This design comes from an exercise in tuning for small area on the open sky130 flow, not from production work.
Power and IR drop assume default switching activity.

## formula
module formula # (
	parameter LEN = 8
) (
	input                         clk,
	input                         rst,
	input  signed [    LEN - 1:0] a,
	input  signed [    LEN - 1:0] b,
	input  signed [    LEN - 1:0] c,
	input  signed [    LEN - 1:0] d,
	input                         input_vld,
	output signed [3 * LEN - 1:0] res,
	output                        res_overflow,
	output                        output_vld
);
	logic [4:0] vld;
	always_ff @(posedge clk or posedge rst)
		if (rst) vld <= '0;
		else     vld <= {vld[3:0], input_vld};
	wire na1;
	wire na2;
	wire na3;
	wire na4;
	wire na5;
	wire na6;
	wire na7;
	wire na8;
	wire nc9;
	wire nc10;
	wire nc11;
	wire nc12;
	wire nc13;
	wire nc14;
	wire nc15;
	wire nc16;
	wire s17, c17;
	wire s18, c18;
	wire s19, c19;
	wire s20, c20;
	wire s21, c21;
	wire s22, c22;
	wire s23, c23;
	wire s24, c24;
	wire ov25;
	wire s26, c26;
	wire s27, c27;
	wire s28, c28;
	wire s29, c29;
	wire s30, c30;
	wire s31, c31;
	wire s32, c32;
	wire nd33;
	wire nd34;
	wire nd35;
	wire nd36;
	wire nd37;
	wire nd38;
	wire nd39;
	assign na1 = ~a[0];
	assign na2 = ~a[1];
	assign na3 = ~a[2];
	assign na4 = ~a[3];
	assign na5 = ~a[4];
	assign na6 = ~a[5];
	assign na7 = ~a[6];
	assign na8 = ~a[7];
	assign nc9 = ~c[0];
	assign nc10 = ~c[1];
	assign nc11 = ~c[2];
	assign nc12 = ~c[3];
	assign nc13 = ~c[4];
	assign nc14 = ~c[5];
	assign nc15 = ~c[6];
	assign nc16 = ~c[7];
	ha_bit u17 (.a(na1), .b(b[0]), .s(s17), .co(c17));
	fa_bit u18 (.a(na2), .b(b[1]), .ci(c17), .s(s18), .co(c18));
	fa_bit u19 (.a(na3), .b(b[2]), .ci(c18), .s(s19), .co(c19));
	fa_bit u20 (.a(na4), .b(b[3]), .ci(c19), .s(s20), .co(c20));
	fa_bit u21 (.a(na5), .b(b[4]), .ci(c20), .s(s21), .co(c21));
	fa_bit u22 (.a(na6), .b(b[5]), .ci(c21), .s(s22), .co(c22));
	fa_bit u23 (.a(na7), .b(b[6]), .ci(c22), .s(s23), .co(c23));
	fa_bit u24 (.a(na8), .b(b[7]), .ci(c23), .s(s24), .co(c24));
	assign ov25 = c23 ^ c24;
	fa_bit u26 (.a(nc11), .b(nc10), .ci(nc9), .s(s26), .co(c26));
	fa_bit u27 (.a(nc12), .b(nc11), .ci(c26), .s(s27), .co(c27));
	fa_bit u28 (.a(nc13), .b(nc12), .ci(c27), .s(s28), .co(c28));
  ...
For scale: ~4600 um^2 of cells after synthesis.
export LEC_CHECK = 0
export CAP_MARGIN = 0
export CORE_MARGIN = 2
export CORE_UTILIZATION = 40
export GPL_TIMING_DRIVEN = 0
export SLEW_MARGIN = 0
export SYNTH_HIERARCHICAL = 1
create_clock -name core_clock -period 6.0 [get_ports {clk}]
standard.sh (not shown) runs the stock make flow with config.mk's settings and CLKGATE_MAP_FILE= SYNTH_SCRIPT=/design/flow/synth_recipe.tcl, a recipe that flattens the netlist after the stock synthesis.
==> flow/flow/run.sh <==
#!/bin/bash
# The standard layout (the standard.sh) with these ORFS settings:
# synthesis buffers removed at floorplan, the smallest buffer on each port,
# and a clock tree of small clock buffers without dummy loads.
set -e
bash standard.sh REMOVE_ABC_BUFFERS=1 BUFFER_PORTS_ARGS="-buffer_cell sky130_fd_sc_hd__buf_1" CTS_ARGS="-sink_clustering_enable -repair_clock_nets -dont_use_dummy_load -buf_list {sky130_fd_sc_hd__clkbuf_8} -sink_clustering_size 30 -sink_clustering_max_diameter 150 -sink_buffer_max_cap_derate 1.0" finish > standard.log 2>&1
Next try:
==> flow/flow/run.sh (replaced) <==
#!/bin/bash
# The standard layout (the standard.sh) with these ORFS settings:
# synthesis buffers removed at floorplan, the smallest buffer on each port,
# and a clock tree of small clock buffers without dummy loads.
set -e
bash standard.sh REMOVE_ABC_BUFFERS=1 BUFFER_PORTS_ARGS="-buffer_cell sky130_fd_sc_hd__buf_1" CTS_ARGS="-sink_clustering_enable -repair_clock_nets -dont_use_dummy_load -buf_list {sky130_fd_sc_hd__clkbuf_8}" finish > standard.log 2>&1
CORE_UTILIZATION = 65   (was 40)
After rerunning: Worst setup slack gets worse by 0.19 ns; first-iteration DRC count came out lower by well over a third; cell area went down slightly; global-route usage goes up by 7.8 points; total power grows by a few percent; core utilization grows by 29 points; die area shrinks by well over a third.
Next try:
==> flow/flow/run.sh (replaced) <==
#!/bin/bash
# The standard layout (the standard.sh) with these ORFS settings:
# synthesis buffers removed at floorplan, the smallest buffer on each port,
# and a clock tree of small clock buffers without dummy loads.
set -e
bash standard.sh REMOVE_ABC_BUFFERS=1 BUFFER_PORTS_ARGS="-buffer_cell sky130_fd_sc_hd__buf_1" CTS_ARGS="-sink_clustering_enable -repair_clock_nets -dont_use_dummy_load -buf_list {sky130_fd_sc_hd__clkbuf_4 sky130_fd_sc_hd__clkbuf_8} -root_buf sky130_fd_sc_hd__clkbuf_8 -sink_clustering_size 12 -sink_buffer_max_cap_derate 1.0" finish > standard.log 2>&1
CORE_UTILIZATION = 40   (was 65)
After rerunning:
- wire length went down by about 0.8%
- synthesized cell count stays the same
- cell count went up by about 10%
- total power went down by about 2.4%
- sequential cell count is unchanged
- cell area went up by 1.2%
- worst hold slack got worse by 0.018 ns
Next try:
==> flow/flow/run.sh (replaced) <==
#!/bin/bash
# The standard layout (the standard.sh) with these ORFS settings:
# synthesis buffers removed at floorplan, the smallest buffer on each port,
# and a clock tree of small clock buffers without dummy loads.
set -e
bash standard.sh REMOVE_ABC_BUFFERS=1 BUFFER_PORTS_ARGS="-buffer_cell sky130_fd_sc_hd__buf_1" CTS_ARGS="-sink_clustering_enable -repair_clock_nets -dont_use_dummy_load -buf_list {sky130_fd_sc_hd__clkbuf_8}" finish > standard.log 2>&1
Result:
- The new run ran to the end with no violations
- cell area stays the same
- count of clock-buffer cells in the layout does not change
- area after synthesis does not change
- worst hold slack does not change
- wire length does not change
No functional check of the RTL was part of any run of this note.

==> afterwards: timing with drivers on the ports <==
No port has a modelled driver above. Below, the same layouts with a new extraction and two added sets of constraints. Step 1: set_driving_cell puts a clkbuf_16 on clk and a buf_2 on each other input, an assumption about the parent block. Step 2 moves the port delays by t, midway between the first and last clock arrival at a register: inputs arrive t later, outputs are due t later. That takes back most of the time a late clock gives input paths. Slacks: ideal / step 1 / step 2; pairs: ideal / step 1.
| run | t, ns | setup slack, ns | worst setup path at the end |
|---|---|---|---|
| the first run | 0.393 | 0.486 / 0.486 / 0.486 | register to register |
| the second run | 0.380 | 0.293 / 0.293 / 0.293 | register to register |
| the third run | 0.393 | 0.486 / 0.486 / 0.486 | register to register |
| the fourth run | 0.393 | 0.486 / 0.486 / 0.486 | register to register |
After both steps setup and hold are still met in every run listed.
